This is an optimization exercise on Yosys and OpenROAD, whose aim is small area, not a production implementation. The RTL was checked by simulation tests, not by an equivalence proof against the original design. No activity file was given, so power comes from the tool's default toggle rates.

`flow/constraint.sdc`:
```
create_clock -name core_clock -period 22.0 [get_ports {aclk}]
set_input_delay 4.4000 -clock core_clock [delete_from_list [all_inputs] [get_ports {aclk}]]
set_output_delay 4.4000 -clock core_clock [all_outputs]
set_load 0.01 [all_outputs]
```
`flow/design.v`:
```
`timescale 1ns / 1ps
module iir_biquad_core_16 #(
    parameter integer ACC_W = 64
)(
    input  wire clk,
    input  wire rst,
    input  wire en,
    input  wire signed [15:0] x_in,
    output reg  signed [15:0] y_out,
    input  wire signed [15:0] b0,
    input  wire signed [15:0] b1,
    input  wire signed [15:0] b2,
    input  wire signed [15:0] a1,
    input  wire signed [15:0] a2
);
    reg signed [15:0] x1, x2;
    reg signed [15:0] y1, y2;
    reg signed [ACC_W-1:0] acc;
    reg signed [15:0]      y_next;
    always @(posedge clk) begin
        if (rst) begin
            x1    <= 16'sd0;
            x2    <= 16'sd0;
            y1    <= 16'sd0;
            y2    <= 16'sd0;
            y_out <= 16'sd0;
        end
        else if (en) begin
            acc =  $signed(x_in) * b0
                 + $signed(x1)   * b1
                 + $signed(x2)   * b2
                 - $signed(y1)   * a1
                 - $signed(y2)   * a2;
            if ((acc >>> 15) >  32767)
                y_next =  16'sd32767;
            else if ((acc >>> 15) < -32768)
                y_next = -16'sd32768;
            else
                y_next = acc[30:15];
            y_out <= y_next;
            x2 <= x1;
            x1 <= x_in;
            y2 <= y1;
            y1 <= y_next - (y_next >>> 10);
        end
    end
endmodule
`timescale 1ns / 1ps
module iir_biquad_axis #(
    parameter integer C_S_AXI_DATA_WIDTH = 32,
    parameter integer C_S_AXI_ADDR_WIDTH = 5,
    parameter integer DATA_WIDTH         = 32    
)(
    input  wire aclk,
    input  wire aresetn,    
    input  wire [DATA_WIDTH-1:0] s_axis_tdata,
    input  wire                  s_axis_tvalid,
    output wire                  s_axis_tready,
    input  wire                  s_axis_tlast,
    output wire [DATA_WIDTH-1:0] m_axis_tdata,
    output reg                   m_axis_tvalid,
    input  wire                  m_axis_tready,
    output reg                   m_axis_tlast,
    input  wire [C_S_AXI_ADDR_WIDTH-1:0] s_axi_awaddr,
    input  wire                          s_axi_awvalid,
    output wire                          s_axi_awready,
    input  wire [C_S_AXI_DATA_WIDTH-1:0] s_axi_wdata,
    input  wire [C_S_AXI_DATA_WIDTH/8-1:0] s_axi_wstrb,
    input  wire                          s_axi_wvalid,
    output wire                          s_axi_wready,
    output wire [1:0]                    s_axi_bresp,
    output wire                          s_axi_bvalid,
    input  wire                          s_axi_bready,
    input  wire [C_S_AXI_ADDR_WIDTH-1:0] s_axi_araddr,
    input  wire                          s_axi_arvalid,
    output wire                          s_axi_arready,
    output wire [C_S_AXI_DATA_WIDTH-1:0] s_axi_rdata,
    output wire [1:0]                    s_axi_rresp,
    output wire                          s_axi_rvalid,
    input  wire                          s_axi_rready
);
    reg [31:0] reg_ctrl;
    reg [31:0] reg_b0;
    reg [31:0] reg_b1;
    reg [31:0] reg_b2;
    reg [31:0] reg_a1;
    reg [31:0] reg_a2;
    reg        axi_awready;
    reg        axi_wready;
    reg [1:0]  axi_bresp;
    reg        axi_bvalid;
    reg        axi_arready;
    reg [31:0] axi_rdata;
    reg        axi_rvalid;
    reg        aw_en;
    assign s_axi_awready = axi_awready;
    assign s_axi_wready  = axi_wready;
    assign s_axi_bresp   = axi_bresp;
    assign s_axi_bvalid  = axi_bvalid;
    assign s_axi_arready = axi_arready;
    assign s_axi_rdata   = axi_rdata;
    assign s_axi_rresp   = 2'b00;
    assign s_axi_rvalid  = axi_rvalid;
    always @(posedge aclk) begin
        if (!aresetn) begin
            axi_awready <= 1'b0;
            axi_wready  <= 1'b0;
            axi_bvalid  <= 1'b0;
            axi_bresp   <= 2'b00;
            aw_en       <= 1'b1;
            reg_ctrl <= 32'h0000_0001;  
            reg_b0   <= 32'd0;
            reg_b1   <= 32'd0;
            reg_b2   <= 32'd0;
            reg_a1   <= 32'd0;
            reg_a2   <= 32'd0;
        end else begin
            axi_awready <= (~axi_awready && s_axi_awvalid && aw_en);
            axi_wready  <= (~axi_wready  && s_axi_wvalid  && aw_en);
            if (axi_awready && s_axi_awvalid &&
                axi_wready  && s_axi_wvalid &&
                ~axi_bvalid) begin
                axi_bvalid <= 1'b1;
                axi_bresp  <= 2'b00;
                aw_en      <= 1'b0;
                case (s_axi_awaddr[4:2])
                    3'h0: reg_ctrl <= s_axi_wdata;
                    3'h1: reg_b0   <= s_axi_wdata;
                    3'h2: reg_b1   <= s_axi_wdata;
                    3'h3: reg_b2   <= s_axi_wdata;
                    3'h4: reg_a1   <= s_axi_wdata;
                    3'h5: reg_a2   <= s_axi_wdata;
                    default: ;
                endcase
            end
            else if (axi_bvalid && s_axi_bready) begin
                axi_bvalid <= 1'b0;
                aw_en      <= 1'b1;
            end
        end
    end
    always @(posedge aclk) begin
        if (!aresetn) begin
            axi_arready <= 1'b0;
            axi_rvalid  <= 1'b0;
            axi_rdata   <= 32'd0;
        end else begin
            axi_arready <= (~axi_arready && s_axi_arvalid);
            if (axi_arready && s_axi_arvalid && ~axi_rvalid) begin
                axi_rvalid <= 1'b1;
                case (s_axi_araddr[4:2])
                    3'h0: axi_rdata <= reg_ctrl;
                    3'h1: axi_rdata <= reg_b0;
                    3'h2: axi_rdata <= reg_b1;
                    3'h3: axi_rdata <= reg_b2;
                    3'h4: axi_rdata <= reg_a1;
                    3'h5: axi_rdata <= reg_a2;
                    default: axi_rdata <= 32'd0;
                endcase
            end
            else if (axi_rvalid && s_axi_rready) begin
                axi_rvalid <= 1'b0;
            end
        end
    end
    wire core_enable;
    wire core_reset;
    assign core_enable = reg_ctrl[0];
    assign core_reset  = ~aresetn | reg_ctrl[1];
    wire axis_fire;
    assign axis_fire = s_axis_tvalid && s_axis_tready;
    assign s_axis_tready = (m_axis_tready || !m_axis_tvalid) && core_enable;
    wire signed [15:0] x_l = s_axis_tdata[31:16];
    wire signed [15:0] x_r = s_axis_tdata[15:0];
    wire signed [15:0] y_l;
    wire signed [15:0] y_r;
    iir_biquad_core_16 inst_left (
        .clk   (aclk),
        .rst   (core_reset),
        .en    (axis_fire && core_enable),
        .x_in  (x_l),
        .y_out (y_l),
        .b0    (reg_b0[15:0]),
        .b1    (reg_b1[15:0]),
        .b2    (reg_b2[15:0]),
        .a1    (reg_a1[15:0]),
        .a2    (reg_a2[15:0])
    );
    iir_biquad_core_16 inst_right (
        .clk   (aclk),
        .rst   (core_reset),
        .en    (axis_fire && core_enable),
        .x_in  (x_r),
        .y_out (y_r),
        .b0    (reg_b0[15:0]),
        .b1    (reg_b1[15:0]),
        .b2    (reg_b2[15:0]),
        .a1    (reg_a1[15:0]),
        .a2    (reg_a2[15:0])
    );
    always @(posedge aclk) begin
        if (!aresetn) begin
            m_axis_tvalid <= 1'b0;
            m_axis_tlast  <= 1'b0;
        end else if (m_axis_tready || !m_axis_tvalid) begin
            m_axis_tvalid <= axis_fire && core_enable;
            m_axis_tlast  <= s_axis_tlast;
        end
    end
    assign m_axis_tdata = {y_l, y_r};
endmodule
```
`flow/run.sh`:
```
#!/bin/bash
# synth_recipe.tcl (not shown) runs the flow's synth.tcl, then flattens the netlist and writes it again
# the make line also repeats each setting of config.mk as NAME=value (left out here)
make -C /OpenROAD-flow-scripts/flow DESIGN_CONFIG=/design/flow/config.mk WORK_HOME=/design/flow/orfs CLKGATE_MAP_FILE= SYNTH_SCRIPT=/design/flow/synth_recipe.tcl finish
```
`flow/config.mk`:
```
export PLATFORM = sky130hd
export DESIGN_NAME = iir_biquad_axis
export DESIGN_NICKNAME = iir_biquad_axis
export VERILOG_FILES = /design/flow/design.v
export SDC_FILE = /design/flow/constraint.sdc
export NUM_CORES = 4
export LEC_CHECK = 0
export CAP_MARGIN = 20
export CORE_MARGIN = 2
export CORE_UTILIZATION = 40
export SLEW_MARGIN = 20
```
==> run notes <==
[report_power, final]
part,internal [mW],leakage [nW],switching [mW]
logic,0.643,55.7,1.12
registers,0.763,3.19,0.122
clock network,0.517,0.858,0.385
[metal layers]
layer | track usage, % | share of wire, % | wire [µm] | vias up
met1 | 28.7 | 41 | 137000 | 45300
met4 | 9.13 | 5.0 | 16400 | 16
li1 | - | - | - | 39700
met3 | 2.25 | 5.0 | 16700 | 417
met2 | 38.5 | 49 | 162000 | 2098
met5 | 0 | 0.038 | 125 | -
[worst max-delay path by stage]
stage	end	slack, ns	cells past startpoint	startpoint
2_1_floorplan	inst_right.y1[14]	3.35	59	s_axis_tdata[11]
3_3_place_gp	inst_left.y1[14]	1.07	58	s_axis_tdata[23]
3_5_place_dp	inst_left.y1[10]	0.96	61	s_axis_tdata[24]
4_1_cts	inst_left.y1[10]	1.67	61	s_axis_tdata[24]
5_1_grt	inst_right.y1[12]	0.62	58	s_axis_tdata[6]
6_report	inst_left.y1[10]	1.59	61	s_axis_tdata[24]
[synthesized netlist by cell type, types with 40 or more instances]
cell	count	area share [%]
and3_1	41	0.21
xor2_1	84	0.60
nand2_1	2108	6.5
a22oi_1	40	0.25
nand2b_1	138	0.71
ha_1	879	9.0
a21o_1	92	0.56
fa_1	2913	48
clkbuf_1	618	1.9
mux2_2	43	0.40
a21boi_0	207	1.3
o211ai_1	41	0.25
xnor2_1	249	1.8
nor2_1	279	0.86
a211oi_1	46	0.28
and2_1	1138	5.8
dfxtp_1	392	6.4
inv_1	3051	9.4
nor3_1	78	0.32
a21oi_1	385	1.6
o21ai_0	161	0.66
nand3_1	77	0.32
[sequential cells by signal, indices dropped and copies added, names as in the netlist, 16 cells and up]
name / flops
axi_rdata: 32
inst_left.y1: 16
inst_right.y_out: 16
inst_left.y2: 16
inst_right.y1: 16
reg_a1: 32
inst_right.y2: 16
reg_b2: 32
inst_left.y_out: 16
reg_ctrl: 32
reg_a2: 32
inst_left.x2: 16
reg_b1: 32
inst_right.x1: 16
reg_b0: 32
inst_right.x2: 16
inst_left.x1: 16
[kinds of logic after synthesis]
family	share of synthesized area, %
fa+ha+maj	56.7
simple gates	15.6
xor+xnor	2.39
flops	6.42
buf+inv	11.4
mux	0.687
other cells	0.00307
compound gates	6.83
[placed cells by master (no fill, tap or decap), types with 148 or more instances in the layout]
master           instances
nor2_1                 275
a21boi_0               207
clkdlybuf4s50_1        148
nand2_1               2106
inv_1                 3051
xnor2_1                249
buf_4                  168
fa_1                  2913
ha_1                   879
o21ai_0                161
and2_1                1137
dfxtp_1                378
a21oi_1                385
[metrics by stage]
stage | std cells | cell area [µm²]
after global routing | 17400 | 130000
after detailed placement | 17400 | 128000
after floorplan | 13600 | 122000
after global placement | 17400 | 128000
after CTS | 17400 | 130000
final | 17500 | 130000
[area by class of cell]
| type | instances | area share [%] |
|---|---|---|
| Multi-Input combinational cell | 9492 | 77.6 |
| Inverter | 3053 | 8.84 |
| Sequential cell | 392 | 6.07 |
| Tap cell | 4100 | 3.96 |
| Timing Repair Buffer | 320 | 2.15 |
| Clock buffer | 64 | 1.06 |
| Clock inverter | 26 | 0.286 |
| Antenna cell | 3 | 0.00579 |
==> summary.md <==
| Metric | Value |
|---|---|
| Sequential area share after synthesis | roughly 6.4% |
| Number of vias per cell | ~5.0 |
| Row count | about 200 |
| Slowest-stage cell, CP | clkdlybuf4s50_1 |
| Finish-stage setup viols | 0 |
| Crit path required time | 22.54 ns |
| Utilization after layout | roughly 42% |
| Post-synth EDFFs | 0 |
| Hold path start | axi_arready |
| Hold depth | 1 |
| Max stage delay on crit path | just under 0.9 ns |
| Post-Syn Instances | around 14000 |
| Hpwl dp | 267000 µm |
| Pre-antenna DRT Iters | 6 |
| Initial DRC count | slightly above 5000 |
| Fmax | 0.0490 GHz |
| Register area | approximately 8000 µm² |
| R2R Setup Slk | around 5 ns |
| Starting Density | between 40% and 50% |
| Drt drc | 0 |
| H-tree depth | 2 |
| Critical Path AT | approximately 21 ns |
| TNS Setup | 0 ns |
| Gr ovfl total | 0 |
| Reg2reg start | inst_left.x2[8] |
| CP Max Fanout | 17 |
| Critical Path Sink Type | register |
| Pin count of the biggest net entering global routing | 98 |
| Routed Antenna Nets | 0 |
| First-pass GRT wire length | ~540000 µm |
| Multi-input logic area | ~100000 µm² |
| Synth Cell Area | roughly 120000 µm² |
| Async S/R FF share, synth | 0% |
| Final setup margin | approximately 1.6 ns |
| Period utilization | between 90% and 100% |
| Filler cells | just over 30000 |
| Number of global-route vias before repair | roughly 95000 |
| WL final | between 300000 and 400000 µm |
| Worst Hold Slack | approximately 0.45 ns |
| Core area | a little over 300000 µm² |
| Share of cells above drive strength 1 | under 10% |
| CP Buf/Inv Count | 12 |
| Max-slew headroom | 26.1% |
| IO Count | around 160 |
| Maximum clock insertion buffer count | 3 |
| Ys Warns | 2 |
| Fin Clk Skew | 0.0339 ns |
| Skew-Pair Late Insertion Delay | around 0.70 ns |
| Setup Crit Path Kind | in2reg |
| Inserted Clock Buffers | 50 |
| Fin. max-slew vios | 0 |
| HP Class | reg2reg |
| Pre-CTS WS | around 0.96 ns |
| RSZ-0062 raised after global routing | false |
| Total track usage | 22.3% |
| Post-CTS sizing | 0 |
| Number of antenna violations at the first check in global routing | 17 |
| Outcome | timing/DRC/antenna clean |
| # clock sinks | 392 |
| Avg Cell Area, Syn | approximately 9.0 µm² |
| Total Nets Final | 17200 |
| Final hold vios | 0 |
| Worst-margin pin slew | around 1.1 ns |
| Area growth, synth to finish | 6.00% |
| Lkg Pwr | approximately 60 nW |
| CTS tree | done |
| RD Place Congestion | 0.893 |
| Die height | between 500 and 600 µm |
| Hold Buf Count CTS | 0 |
| CP startpoint kind | input port |
| Die ar. | between 300000 and 400000 µm² |
| Via count | about 90000 |
| FF-to-FF End | inst_left.y1[10] |
| Peak VDD IR | a little under 100 µV |
| Tot Pwr | roughly 3.6 mW |
| Pwr dens | 27.4 nW/µm² |
| Critical path's top delay family | adder cells |
| Drt wl/cell | around 19 µm |
| Clock transition at path regs | approximately 0.060 ns |
| Die W | between 500 and 600 µm |
| R2R depth | 56 |
| Root Buffer | clkbuf_16 |
| Hold-critical path endpoint | axi_arready |
| Min Tclk post-route | around 20 ns |
| Setup Buffers After CTS | 0 |
| Synth Register Bits | between 300 and 400 |
| PortBufs | between 150 and 200 |
| Commonest register cell after synthesis | dfxtp_1 |
| Maximum capacitance violations | 0 |
| Post-synth cell types | 96 |

-- static timing again, ports no longer ideal --
How much do the figures lean on ideal ports? The routed layout below was timed once more, with nothing changed but the port constraints.
Step 1 (the two cells are an assumption about what drives the block):
set clk [get_ports {aclk}]
set_driving_cell -lib_cell sky130_fd_sc_hd__clkbuf_16 $clk
set_driving_cell -lib_cell sky130_fd_sc_hd__buf_2 [delete_from_list [all_inputs] $clk]
Step 2, shift: input delay + t, output delay - t, t = (earliest + latest rising clock arrival at the registers) / 2. This alone moves slack from input paths to output paths.
Three values: ideal ports, drivers, drivers and shift; two values: the first two.
t (ns): 0.766
setup slack, ns: 1.587 / 1.650 / 0.883
worst setup path at the end: input to register
clock arrival spread, ns: 0.036 / 0.037
cell pins on the clock port's net: 1
After both steps this run still meets setup and hold. The setup slack of this run moves by +0.063 ns with the drivers and by -0.704 ns with both steps.
